This design comes from an exercise in tuning for small area and a short achievable clock period on the open sky130 flow, not from production work. The RTL was checked by simulation tests, not by an equivalence proof against the original design. The flow treats the clock pin as an ideal source. Dropping or thinning the clock tree relies on that and would not hold on a real chip. Power figures rest on the tool's default switching activity, not on a simulated workload.

==> flow/design.v <==
`timescale 1ns / 1ps
module fifo_queue16 (
    input  wire         clk,
    input  wire         rst,
    input  wire         wr_en,
    input  wire [31:0]  din,
    input  wire         pop,
    output wire [15:0]  rsel,
    output wire [15:0]  rsel_b,     
    output wire [511:0] mem_q,    
    output reg          empty,      
    output reg          full,
    output reg          ne,         
    output wire         empty_n     
);
reg nf;                             
reg [31:0] mem [0:15];
reg [15:0] wsel;
reg [7:0]  jc;      
wire one     = jc[0] & ~jc[1];    
wire fifteen = jc[7] & ~jc[6];    
wire push    = wr_en & nf;
integer i;
always @(posedge clk) begin
    for (i = 0; i < 16; i = i + 1)
        if (wsel[i]) mem[i] <= din;
end
genvar g;
generate
    for (g = 0; g < 16; g = g + 1) begin : q
        assign mem_q[32*g +: 32] = mem[g];
    end
endgenerate
wire ns    = ~rst;
wire w_r   = ns & ~nf & pop;
wire w_s   = ns & nf & wr_en & ~(fifteen & ~pop);
wire w_h   = ns & nf & ~wr_en;
wire r_w   = ns & ~ne & wr_en;
wire r_s   = ns & ne & pop & ~(one & ~push);
wire r_h   = ns & ne & ~pop;
wire inc   = push & ~pop;
wire dec   = pop & ~push;
wire j_u   = ns & inc;
wire j_d   = ns & dec;
wire j_h   = ns & ~inc & ~dec;
assign empty_n = rst | (~ne & ~push) | (one & pop & ~push);
wire   full_n  = ns & ((~nf & ~pop) | (fifteen & push & ~pop));
wire [15:0] wsel_n, rsel_n;
wire [7:0]  jc_n;
wire [15:0] wsel_rot = {wsel[14:0], wsel[15]};
wire [15:0] rsel_rot = {rsel[14:0], rsel[15]};
wire [7:0]  jc_up    = {jc[6:0], ~jc[7]};
wire [7:0]  jc_dn    = {~jc[0], jc[7:1]};
fifo_reg16 ra (.clk(clk), .d(rsel_n), .q(rsel));
fifo_reg16 rb (.clk(clk), .d(rsel_n), .q(rsel_b));
genvar k;
generate
    for (k = 0; k < 16; k = k + 1) begin : ptr
        fifo_sel3 ws (.a(rsel[k]), .sa(w_r), .b(wsel_rot[k]), .sb(w_s), .c(wsel[k]), .sc(w_h), .y(wsel_n[k]));
        fifo_sel3 rs (.a(wsel[k]), .sa(r_w), .b(rsel_rot[k]), .sb(r_s), .c(rsel[k]), .sc(r_h), .y(rsel_n[k]));
    end
    for (k = 0; k < 8; k = k + 1) begin : cnt
        fifo_sel3 js (.a(jc_up[k]), .sa(j_u), .b(jc_dn[k]), .sb(j_d), .c(jc[k]), .sc(j_h), .y(jc_n[k]));
    end
endgenerate
always @(posedge clk) begin
    wsel  <= {wsel_n[15:1], wsel_n[0] | rst};
    jc    <= jc_n;
    empty <= empty_n;
    ne    <= ~empty_n;
    full  <= full_n;
    nf    <= ~full_n;
end
endmodule
module fifo_reg16 (
    input  wire        clk,
    input  wire [15:0] d,
    output reg  [15:0] q
);
always @(posedge clk)
    q <= d;
endmodule
module fifo_sel3 (
    input  wire a, sa,
    input  wire b, sb,
    input  wire c, sc,
    output wire y
);
wire na, nb, nc;
fifo_nand2 ga (.a(sa), .b(a), .y(na));
fifo_nand2 gb (.a(sb), .b(b), .y(nb));
fifo_nand2 gc (.a(sc), .b(c), .y(nc));
fifo_nand3 gy (.a(na), .b(nb), .c(nc), .y(y));
endmodule
module fifo_nand2 (input wire a, b, output wire y);
assign y = ~(a & b);
endmodule
module fifo_nand3 (input wire a, b, c, output wire y);
assign y = ~(a & b & c);
endmodule
module fifo_aor8 (
    input  wire [7:0] s,
    input  wire [7:0] d,
    output wire       y
);
assign y = |(s & d);
endmodule
module fifo_dout_next (
    input  wire [3:0] p,
    input  wire       hload,
    input  wire       lload,
    input  wire       hold,
    input  wire       q,
    output wire       y
);
assign y = (hload & (p[0] | p[1])) | (lload & (p[2] | p[3])) | (hold & q);
endmodule
module fifo_priority #(
    parameter DATA_WIDTH = 32,
    parameter DEPTH = 16,
    parameter ADDR_WIDTH = 4    
)(
    input wire clk,
    input wire rst,
    input wire hp_wr_en,
    input wire [DATA_WIDTH-1:0] hp_din,
    input wire lp_wr_en,
    input wire [DATA_WIDTH-1:0] lp_din,
    input wire rd_en,
    output reg [DATA_WIDTH-1:0] dout,
    output wire hp_empty,
    output wire lp_empty,
    output wire hp_full,
    output wire lp_full
);
wire [15:0]  hp_rsel, lp_rsel, hp_rsel_b, lp_rsel_b;
wire [511:0] hp_mem, lp_mem;
wire hp_pop = rd_en & hp_ne;
wire hp_empty_n, lp_empty_n;
wire hp_ne, lp_ne;
reg  lp_ok;
always @(posedge clk)
    lp_ok <= hp_empty_n & ~lp_empty_n;
wire lp_pop = rd_en & lp_ok;
fifo_queue16 hpq (
    .clk(clk), .rst(rst), .wr_en(hp_wr_en), .din(hp_din), .pop(hp_pop),
    .rsel(hp_rsel), .rsel_b(hp_rsel_b), .mem_q(hp_mem), .empty(hp_empty), .full(hp_full), .ne(hp_ne), .empty_n(hp_empty_n)
);
fifo_queue16 lpq (
    .clk(clk), .rst(rst), .wr_en(lp_wr_en), .din(lp_din), .pop(lp_pop),
    .rsel(lp_rsel), .rsel_b(lp_rsel_b), .mem_q(lp_mem), .empty(lp_empty), .full(lp_full), .ne(lp_ne), .empty_n(lp_empty_n)
);
wire fire  = rd_en & (hp_ne | lp_ok);
wire hload = rd_en & hp_ne & ~rst;
wire lload = rd_en & lp_ok & ~rst;
wire hold  = ~fire & ~rst;
wire [31:0] dout_d;
genvar b, e;
generate
    for (b = 0; b < 32; b = b + 1) begin : bit_
        wire [7:0] hd0, hd1, ld0, ld1;
        for (e = 0; e < 8; e = e + 1) begin : ent
            assign hd0[e] = hp_mem[32*e + b];
            assign hd1[e] = hp_mem[32*(e+8) + b];
            assign ld0[e] = lp_mem[32*e + b];
            assign ld1[e] = lp_mem[32*(e+8) + b];
        end
        wire [3:0] p;
        wire [15:0] hs = (b < 16) ? hp_rsel : hp_rsel_b;
        wire [15:0] ls = (b < 16) ? lp_rsel : lp_rsel_b;
        fifo_aor8 h0 (.s(hs[7:0]),  .d(hd0), .y(p[0]));
        fifo_aor8 h1 (.s(hs[15:8]), .d(hd1), .y(p[1]));
        fifo_aor8 l0 (.s(ls[7:0]),  .d(ld0), .y(p[2]));
        fifo_aor8 l1 (.s(ls[15:8]), .d(ld1), .y(p[3]));
        fifo_dout_next n (.p(p), .hload(hload), .lload(lload), .hold(hold), .q(dout[b]), .y(dout_d[b]));
    end
endgenerate
always @(posedge clk)
    dout <= dout_d;
endmodule
Settings: LEC_CHECK=0, CAP_MARGIN=20, CORE_MARGIN=2, CORE_UTILIZATION=74, SETUP_SLACK_MARGIN=0.95, SLEW_MARGIN=20, SYNTH_HIERARCHICAL=1, SYNTH_MINIMUM_KEEP_SIZE=0, TNS_END_PERCENT=20; clock period 2.5 ns.
standard.sh (not shown) runs the stock make flow with config.mk's settings and CLKGATE_MAP_FILE= SYNTH_SCRIPT=/design/flow/synth_recipe.tcl, a recipe that flattens the netlist after the stock synthesis.
==> flow/flow/run.sh <==
#!/bin/bash
# Standard ORFS layout (the standard.sh), except that:
#  - the clock tree is built by flow/cts_tree.tcl (a PRE_CTS_TCL hook)
#    instead of ORFS's CTS;
#  - the port buffers are buf_2 cells (ORFS's default pick is a delay cell).
set -euo pipefail
work=$(pwd)
bash standard.sh PRE_CTS_TCL="$work/flow/cts_tree.tcl" \
    "BUFFER_PORTS_ARGS=-inputs -outputs -buffer_cell sky130_fd_sc_hd__buf_2" \
    finish > "$work/standard_flow.log" 2>&1
Other scripts of this flow, unchanged in this note and not shown: flow/flow/cts_tree.tcl
==> next run, changes <==
--- a/flow/design.v
+++ b/flow/design.v
@@ -6,6 +6,5 @@
     input  wire [31:0]  din,
     input  wire         pop,
-    output wire [15:0]  rsel,
-    output wire [15:0]  rsel_b,     
+    output reg  [15:0]  rsel,
     output wire [511:0] mem_q,    
     output reg          empty,      
@@ -52,6 +51,4 @@
 wire [7:0]  jc_up    = {jc[6:0], ~jc[7]};
 wire [7:0]  jc_dn    = {~jc[0], jc[7:1]};
-fifo_reg16 ra (.clk(clk), .d(rsel_n), .q(rsel));
-fifo_reg16 rb (.clk(clk), .d(rsel_n), .q(rsel_b));
 genvar k;
 generate
@@ -66,4 +63,5 @@
 always @(posedge clk) begin
     wsel  <= {wsel_n[15:1], wsel_n[0] | rst};
+    rsel  <= rsel_n;
     jc    <= jc_n;
     empty <= empty_n;
@@ -72,12 +70,4 @@
     nf    <= ~full_n;
 end
-endmodule
-module fifo_reg16 (
-    input  wire        clk,
-    input  wire [15:0] d,
-    output reg  [15:0] q
-);
-always @(posedge clk)
-    q <= d;
 endmodule
 module fifo_sel3 (
@@ -134,5 +124,5 @@
     output wire lp_full
 );
-wire [15:0]  hp_rsel, lp_rsel, hp_rsel_b, lp_rsel_b;
+wire [15:0]  hp_rsel, lp_rsel;
 wire [511:0] hp_mem, lp_mem;
 wire hp_pop = rd_en & hp_ne;
@@ -145,9 +135,9 @@
 fifo_queue16 hpq (
     .clk(clk), .rst(rst), .wr_en(hp_wr_en), .din(hp_din), .pop(hp_pop),
-    .rsel(hp_rsel), .rsel_b(hp_rsel_b), .mem_q(hp_mem), .empty(hp_empty), .full(hp_full), .ne(hp_ne), .empty_n(hp_empty_n)
+    .rsel(hp_rsel), .mem_q(hp_mem), .empty(hp_empty), .full(hp_full), .ne(hp_ne), .empty_n(hp_empty_n)
 );
 fifo_queue16 lpq (
     .clk(clk), .rst(rst), .wr_en(lp_wr_en), .din(lp_din), .pop(lp_pop),
-    .rsel(lp_rsel), .rsel_b(lp_rsel_b), .mem_q(lp_mem), .empty(lp_empty), .full(lp_full), .ne(lp_ne), .empty_n(lp_empty_n)
+    .rsel(lp_rsel), .mem_q(lp_mem), .empty(lp_empty), .full(lp_full), .ne(lp_ne), .empty_n(lp_empty_n)
 );
 wire fire  = rd_en & (hp_ne | lp_ok);
@@ -167,10 +157,8 @@
         end
         wire [3:0] p;
-        wire [15:0] hs = (b < 16) ? hp_rsel : hp_rsel_b;
-        wire [15:0] ls = (b < 16) ? lp_rsel : lp_rsel_b;
-        fifo_aor8 h0 (.s(hs[7:0]),  .d(hd0), .y(p[0]));
-        fifo_aor8 h1 (.s(hs[15:8]), .d(hd1), .y(p[1]));
-        fifo_aor8 l0 (.s(ls[7:0]),  .d(ld0), .y(p[2]));
-        fifo_aor8 l1 (.s(ls[15:8]), .d(ld1), .y(p[3]));
+        fifo_aor8 h0 (.s(hp_rsel[7:0]),  .d(hd0), .y(p[0]));
+        fifo_aor8 h1 (.s(hp_rsel[15:8]), .d(hd1), .y(p[1]));
+        fifo_aor8 l0 (.s(lp_rsel[7:0]),    .d(ld0), .y(p[2]));
+        fifo_aor8 l1 (.s(lp_rsel[15:8]),  .d(ld1), .y(p[3]));
         fifo_dout_next n (.p(p), .hload(hload), .lload(lload), .hold(hold), .q(dout[b]), .y(dout_d[b]));
     end
=>
- power decreases by 3.0%
- sequential share of layout area decreases by 1.1 points
- cell count decreases by 0.31%
- critical path depth does not change
- sequential power decreases by about 3%
No run of this note takes its clock network from TritonCTS; it comes from the design's own scripts or RTL.

## re-timing with driven ports
No port has a modelled driver above. Below, the same layouts with a new extraction and two added sets of constraints.
Step 1, drivers: a clkbuf_16 drives clk and a buf_2 each remaining input, both assumed.
Step 2 also shifts input and output timing later by t, the mid clock arrival at the registers, as if the neighbouring blocks saw the same clock.
Slacks: no drivers / after step 1 / after step 2; pairs: no drivers / after step 1.
run	shift t [ns]	slack for setup (ns)	worst setup path after step 2	slew at the worst register clock pin (ns)	worst data-port slew with drivers (ns)
the first run	0.598	0.870 / 0.687 / 0.560	input to register	0.11 / 0.11	0.10
the second run	0.589	0.855 / 0.769 / 0.585	input to register	0.11 / 0.11	0.10
After both steps every run listed still meets setup and hold. The setup slack of the first run, which loses most, moves by -0.183 ns with the drivers and by -0.310 ns with both steps.
